This is an optimization exercise on Yosys and OpenROAD, whose aim is small area, not a production implementation. RTL that was checked went through simulation tests only; none was proved equivalent to the original.

the reference run:
==> flow/design.v (excerpt) <==
module nonuniform_top_v0 #(
    parameter IMAGE_WIDE_LENGTH = 256    ,
    parameter IMAGE_HIGH_LENGTH = 192    ,
    parameter ADDRS_DW          = 21     ,
    parameter DW                = 16
) (
    input                               i_rst_n                 ,
    input                               i_clk                   ,
    input   [DW-1:0]                    i_data                  ,
    input                               i_hs                    ,
    input                               i_vs                    ,
    input   [3:0]                       i_clac_b_mean_num       ,
    input                               i_clac_b_en             ,
    input   [ADDRS_DW-1:0]              i_b_addrs               ,
    output                              o_clac_b_done           ,
    input   [3:0]                       i_data_sel              ,
    input   [ADDRS_DW-1:0]              i_k_addrs               ,
    input                               i_init_k_load           ,
    output                              o_bp_type               ,
    output  [DW-1:0]                    o_data                  ,
    output  [DW-1:0]                    o_calc_b_mean_data      ,
    output  [DW-1:0]                    o_center_y16_data       ,
    output  [DW-1:0]                    o_sub_aver_y16          ,
    output                              o_hs                    ,
    output                              o_vs                    ,
    output                              o_mem_wr_start          ,
    output   [ADDRS_DW-1:0]             o_mem_wr_addrs          ,
  ...
Size: roughly 380 flip-flops, ~320 I/O pins, about 0.022 mm2 of cells after synthesis.
export LEC_CHECK = 0
export CAP_MARGIN = 20
export CORE_MARGIN = 2
export CORE_UTILIZATION = 65
export PLACE_DENSITY = 0.8
export SLEW_MARGIN = 20
export SYNTH_HIERARCHICAL = 1
export SYNTH_MINIMUM_KEEP_SIZE = 0
create_clock -name core_clock -period 10.0 [get_ports {i_clk}]
standard.sh (not shown) runs the stock make flow with config.mk's settings and CLKGATE_MAP_FILE= SYNTH_SCRIPT=/design/flow/synth_recipe.tcl, a recipe that flattens the netlist after the stock synthesis.
==> flow/flow/run.sh <==
#!/bin/bash
# Standard ORFS layout (the standard.sh), with the port buffers made from
# the smallest buffer cell and the clock tree built as below.
set -euo pipefail
export BUFFER_PORTS_ARGS="-buffer_cell sky130_fd_sc_hd__buf_1"
export CTS_ARGS="-sink_clustering_enable -repair_clock_nets -dont_use_dummy_load -buf_list {sky130_fd_sc_hd__clkbuf_8} -sink_clustering_size 16 -sink_clustering_max_diameter 50"
bash standard.sh > standard.log 2>&1
The reference run was carried through to the last stage, and its layout satisfied the timing, DRC and antenna checks.
What the trial run does differently from the reference run at the input level:
--- a/flow/design.v
+++ b/flow/design.v
@@ -1159,37 +1159,31 @@
     data_dly <= i_data;
 end
 wire    [DW-1:0]    b_word  = calc_en ? 16'd1 : i_mem_rd0_data;
 wire    [14:0]      k_word  = init_k_load ? 15'd8192 : i_mem_rd1_data[14:0];
 wire    [DW-1:0]    x_sub_b = data_dly - b_word;
 wire    [30:13]     prod;        
-reg     [DW-1:0]    y16;
 nuc_mul mul_inst (.k(k_word), .d(x_sub_b), .p(prod));
-always @(*) begin
-    if (!prod[30] && (prod[29] | prod[28]))
-        y16 = 16'h7FFF;
-    else if (prod[30] && !(prod[29] & prod[28]))
-        y16 = 16'h8000;
-    else
-        y16 = prod[28:13];
-end
-reg     [DW-1:0]    out_word;
+reg     [DW-1:0]    raw_word;
 always @(*) begin
     case (sel)
-    2'd1:    out_word = data_dly;
-    2'd2:    out_word = b_word;
-    2'd3:    out_word = {1'b0, k_word};
-    default: out_word = y16;
+    2'd1:    raw_word = data_dly;
+    2'd2:    raw_word = b_word;
+    default: raw_word = {1'b0, k_word};
     endcase
 end
-reg     [DW-1:0]    pipe [0:9];
+reg     [17:0]      pipe0;
+wire    [DW-1:0]    pipe0_sat;
+reg     [DW-1:0]    pipe [1:9];
 reg     [9:0]       bp_pipe;
 integer i;
+nuc_sat sat_pipe (.p(pipe0), .y(pipe0_sat));
 always @(posedge i_clk) begin
-    pipe[0] <= out_word;
-    for (i = 1; i < 10; i = i + 1)
+    pipe0 <= (sel == 2'd0) ? prod : {{2{raw_word[DW-1]}}, raw_word};
+    pipe[1] <= pipe0_sat;
+    for (i = 2; i < 10; i = i + 1)
         pipe[i] <= pipe[i-1];
     bp_pipe <= {bp_pipe[8:0], i_mem_rd1_data[DW-1]};
 end
 assign o_data    = pipe[9];
 assign o_bp_type = bp_pipe[9];
 reg     [7:0]   hcnt;
@@ -1205,23 +1199,25 @@
     else if (line_end && (vcnt != IMAGE_HIGH_LENGTH - 1))
         vcnt <= vcnt + 1'b1;
 end
 wire    center_in = pix_vld && (hcnt == (IMAGE_WIDE_LENGTH >> 1) - 1)
                             && (vcnt == (IMAGE_HIGH_LENGTH >> 1) - 1);
 reg     [3:0]       ccnt;        
-reg     [DW-1:0]    center_y16;
+reg     [17:0]      center_prod;
+wire    [DW-1:0]    center_sat;
 reg     [DW-1:0]    center_out;
+nuc_sat sat_center (.p(center_prod), .y(center_sat));
 always @(posedge i_clk) begin
     if (center_in)
         ccnt <= 4'd10;
     else if (ccnt != 4'd0)
         ccnt <= ccnt - 1'b1;
     if (ccnt == 4'd10)
-        center_y16 <= y16;
+        center_prod <= prod;
     if (ccnt == 4'd1)
-        center_out <= center_y16;
+        center_out <= center_sat;
 end
 assign o_center_y16_data = center_out;
 reg     [1:0]   calc_en_dly;
 reg             calc_sync;
 reg             calc_done;
 wire            vs_fall = vsd[1] & ~vsd[0];
@@ -1378,6 +1374,10 @@
 endgenerate
 endmodule
 module nuc_ha (input a, input b, output s, output co);
 assign s  = a ^ b;
 assign co = a & b;
 endmodule
+module nuc_sat (input [17:0] p, output [15:0] y);
+assign y = (!p[17] && (p[16] | p[15])) ? 16'h7FFF :
+           ( p[17] && !(p[16] & p[15])) ? 16'h8000 : p[15:0];
+endmodule
- In the trial run relative to the reference run, synthesized area had gone up by a few percent.
- Run comparison: the reference run startpoint-to-endpoint class of the critical path reg -> out; the trial run startpoint-to-endpoint class of the critical path reg -> reg
- Changes observed in the trial run relative to the reference run: total routing resource utilization after global routing fell by 0.30 points, non-clock inverter count in the final layout lower.
- Post-layout instance area essentially unchanged between the trial run and the reference run.
Function not checked in the trial run: the RTL went through the layout flow alone.

red:
Another version of the RTL of nonuniform_top_v0 (not shown whole).
Size: roughly 2200 cells after synthesis, roughly 380 flip-flops, about 320 I/O pins, ~21000 um2 of cells after synthesis.
export LEC_CHECK = 0
export ABC_AREA = 1
export CAP_MARGIN = 20
export CORE_MARGIN = 2
export CORE_UTILIZATION = 65
export PLACE_DENSITY = 0.8
export SLEW_MARGIN = 20
export SYNTH_HIERARCHICAL = 1
export SYNTH_MINIMUM_KEEP_SIZE = 0
create_clock -name core_clock -period 10.0 [get_ports {i_clk}]
==> flow/flow/run.sh <==
#!/bin/bash
# Standard ORFS layout (the standard.sh), with the port buffers made from
# the smallest buffer cell and the clock tree built as below.
set -euo pipefail
export BUFFER_PORTS_ARGS="-buffer_cell sky130_fd_sc_hd__buf_1"
export SKIP_REPAIR_TIE_FANOUT=1
export CTS_ARGS="-sink_clustering_enable -repair_clock_nets -dont_use_dummy_load -buf_list {sky130_fd_sc_hd__clkbuf_4} -sink_clustering_size 10 -sink_clustering_max_diameter 40"
bash standard.sh > standard.log 2>&1
Here is what was changed in the inputs of blue compared with red.
diff --git a/flow/design.v b/flow/design.v
--- a/flow/design.v
+++ b/flow/design.v
@@ -1266,28 +1266,27 @@
 end
 function [15:0] sat16;
     input [17:0] p;
     reg          pos, neg;
     begin
         pos   = !p[17] && (p[16] | p[15]);
         neg   =  p[17] && !(p[16] & p[15]);
         sat16 = {neg | (p[15] & !pos), {15{pos}} | (p[14:0] & {15{!neg}})};
     end
 endfunction
-reg     [17:0]      pipe0;
-reg     [DW-1:0]    pipe [1:9];
+wire    [DW-1:0]    y16 = sat16(prod);
+reg     [DW-1:0]    pipe [0:9];
 reg     [9:0]       bp_pipe;
 integer i;
 always @(posedge i_clk) begin
-    pipe0 <= (sel == 2'd0) ? prod : {{2{raw_word[DW-1]}}, raw_word};
-    pipe[1] <= sat16(pipe0);
-    for (i = 2; i < 10; i = i + 1)
+    pipe[0] <= (sel == 2'd0) ? y16 : raw_word;
+    for (i = 1; i < 10; i = i + 1)
         pipe[i] <= pipe[i-1];
     bp_pipe <= {bp_pipe[8:0], i_mem_rd1_data[DW-1]};
 end
 assign o_data    = pipe[9];
 assign o_bp_type = bp_pipe[9];
 localparam CENTER_NUM = (IMAGE_HIGH_LENGTH / 2 - 1) * IMAGE_WIDE_LENGTH + IMAGE_WIDE_LENGTH / 2 - 1;
 reg     [14:0]  pcnt;
 wire    [14:0]  pcnt_inc;
 wire    [15:0]  pcnt_c;
 assign pcnt_c[0] = 1'b1;
@@ -1297,31 +1296,31 @@
     end
 endgenerate
 always @(posedge i_clk) begin
     if (!i_vs)
         pcnt <= 15'd0;
     else if (i_hs && !(pcnt[14] & pcnt[13]))
         pcnt <= pcnt_inc;
 end
 wire    center_in = pix_vld && (pcnt == CENTER_NUM);
 reg     [3:0]       ccnt;        
-reg     [17:0]      center_prod;
+reg     [DW-1:0]    center_y16;
 reg     [DW-1:0]    center_out;
 always @(posedge i_clk) begin
     if (center_in)
         ccnt <= 4'd10;
     else if (ccnt != 4'd0)
         ccnt <= ccnt - 1'b1;
     if (ccnt == 4'd10)
-        center_prod <= prod;
+        center_y16 <= y16;
     if (ccnt == 4'd1)
-        center_out <= sat16(center_prod);
+        center_out <= center_y16;
 end
 assign o_center_y16_data = center_out;
 reg     [1:0]   calc_en_dly;
 reg             calc_sync;
 reg             calc_done;
 wire            vs_fall = vsd[1] & ~vsd[0];
 wire            vs_rise = ~vsd[1] & vsd[0];
 always @(posedge i_clk or negedge i_rst_n) begin
     if (!i_rst_n) begin
         calc_en_dly <= 2'b00;
@@ -1335,36 +1334,50 @@
         else if ((calc_en_dly == 2'b01) && !calc_sync)
             calc_sync <= 1'b1;
         if (calc_en && calc_done)
             calc_en <= 1'b0;
         else if (vs_fall && calc_sync)
             calc_en <= 1'b1;
     end
 end
 reg     [7:0]   start_cnt;
 reg     [5:0]   fcnt;
+wire    [7:0]   start_inc;
+wire    [8:0]   start_c;
+wire    [5:0]   fcnt_inc;
+wire    [6:0]   fcnt_c;
+assign start_c[0] = 1'b1;
+assign fcnt_c[0]  = 1'b1;
+generate
+    for (gi = 0; gi < 8; gi = gi + 1) begin : g_start_inc
+        nuc_ha u_ha (.a(start_cnt[gi]), .b(start_c[gi]), .s(start_inc[gi]), .co(start_c[gi+1]));
+    end
+    for (gi = 0; gi < 6; gi = gi + 1) begin : g_fcnt_inc
+        nuc_ha u_ha (.a(fcnt[gi]), .b(fcnt_c[gi]), .s(fcnt_inc[gi]), .co(fcnt_c[gi+1]));
+    end
+endgenerate
 reg             wr_start;
 reg             mean_en;
 reg             calc_en_d;       
 reg     [1:0]   round_d;         
 always @(posedge i_clk) begin
     if (!calc_en)
         start_cnt <= 8'h0f;
     else if (i_vs)
         start_cnt <= 8'h00;
     else if (start_cnt != 8'hFF)
-        start_cnt <= start_cnt + 8'h01;
+        start_cnt <= start_inc;
     wr_start <= (start_cnt == 8'hF0);
     if (!calc_en)
         fcnt <= 6'd0;
     else if (start_cnt == 8'h0A)
-        fcnt <= fcnt + 6'd1;
+        fcnt <= fcnt_inc;
     case (i_clac_b_mean_num)
     4'b0001: calc_done <= (start_cnt == 8'h0A) && (fcnt > 6'd2 );
     4'b0010: calc_done <= (start_cnt == 8'h0A) && (fcnt > 6'd6 );
     4'b1000: calc_done <= (start_cnt == 8'h0A) && (fcnt > 6'd30);
     default: calc_done <= (start_cnt == 8'h0A) && (fcnt > 6'd14);
     endcase
     if (fcnt == 6'd0)
         mean_en <= 1'b0;
     else if (wr_start) begin
         case (i_clac_b_mean_num)
--- outcome ---
The final layout from blue, which completed every stage, passed the timing, DRC and antenna checks at the end of the flow. Number of multi-input combinational cells, blue vs red: down by a few percent. In the reports for blue and red, the smaller worst setup skew after layout belongs to blue. Compared to red, blue has area growth from synthesis to final layout 0.40 points higher. Comparing blue and red, floorplan row count is higher on red. Relative to red, the post-synthesis instance total measured on blue has decreased by a few percent. Clock network contribution to total cell area of blue is on par with red. Average routed wire per standard cell was lower in the run labelled red. blue vs red, final sequential cell count went down by 1.0%. [compare] base=red new=blue: iteration-0 DRC count of the detailed router went up 76; clock latency at the later pin of the worst-skew pair went up 0.05 ns; non-clock buffer total of the final layout went up 5.6%.
No functional check of the RTL was part of blue.

-- port drivers added, routing unchanged --
No port has a modelled driver above. Below, the same layouts with a new extraction and two added sets of constraints.
Step 1 (the two cells are an assumption about what drives the block):
set clk [get_ports {i_clk}]
set_driving_cell -lib_cell sky130_fd_sc_hd__clkbuf_16 $clk
set_driving_cell -lib_cell sky130_fd_sc_hd__buf_2 [delete_from_list [all_inputs] $clk]
Step 2 moves the port delays by t, midway between the first and last clock arrival at a register: inputs arrive t later, outputs are due t later. That takes back most of the time a late clock gives input paths.
a / b / c = ideal / step 1 / step 2; a / b = the first two.
| run | t (ns) | setup WS [ns] | worst setup path after step 2 | latest minus earliest clock arrival (ns) | cell pins on the clock port's net |
|---|---|---|---|---|---|
| the reference run | 0.553 | 0.221 / 0.176 / -0.159 | input to register | 0.082 / 0.082 | 1 |
| the trial run | 0.631 | 0.263 / 0.240 / 0.086 | input to register | 0.066 / 0.065 | 1 |
| red | 0.680 | 0.257 / 0.209 / -0.358 | input to register | 0.103 / 0.103 | 1 |
| blue | 0.716 | 0.223 / 0.180 / -0.251 | input to register | 0.081 / 0.081 | 1 |
With both steps, setup timing fails in the reference run, red and blue, where it was met with ideal ports. For red, which loses most, drivers alone change the setup slack by -0.048 ns; drivers and shift together by -0.615 ns.
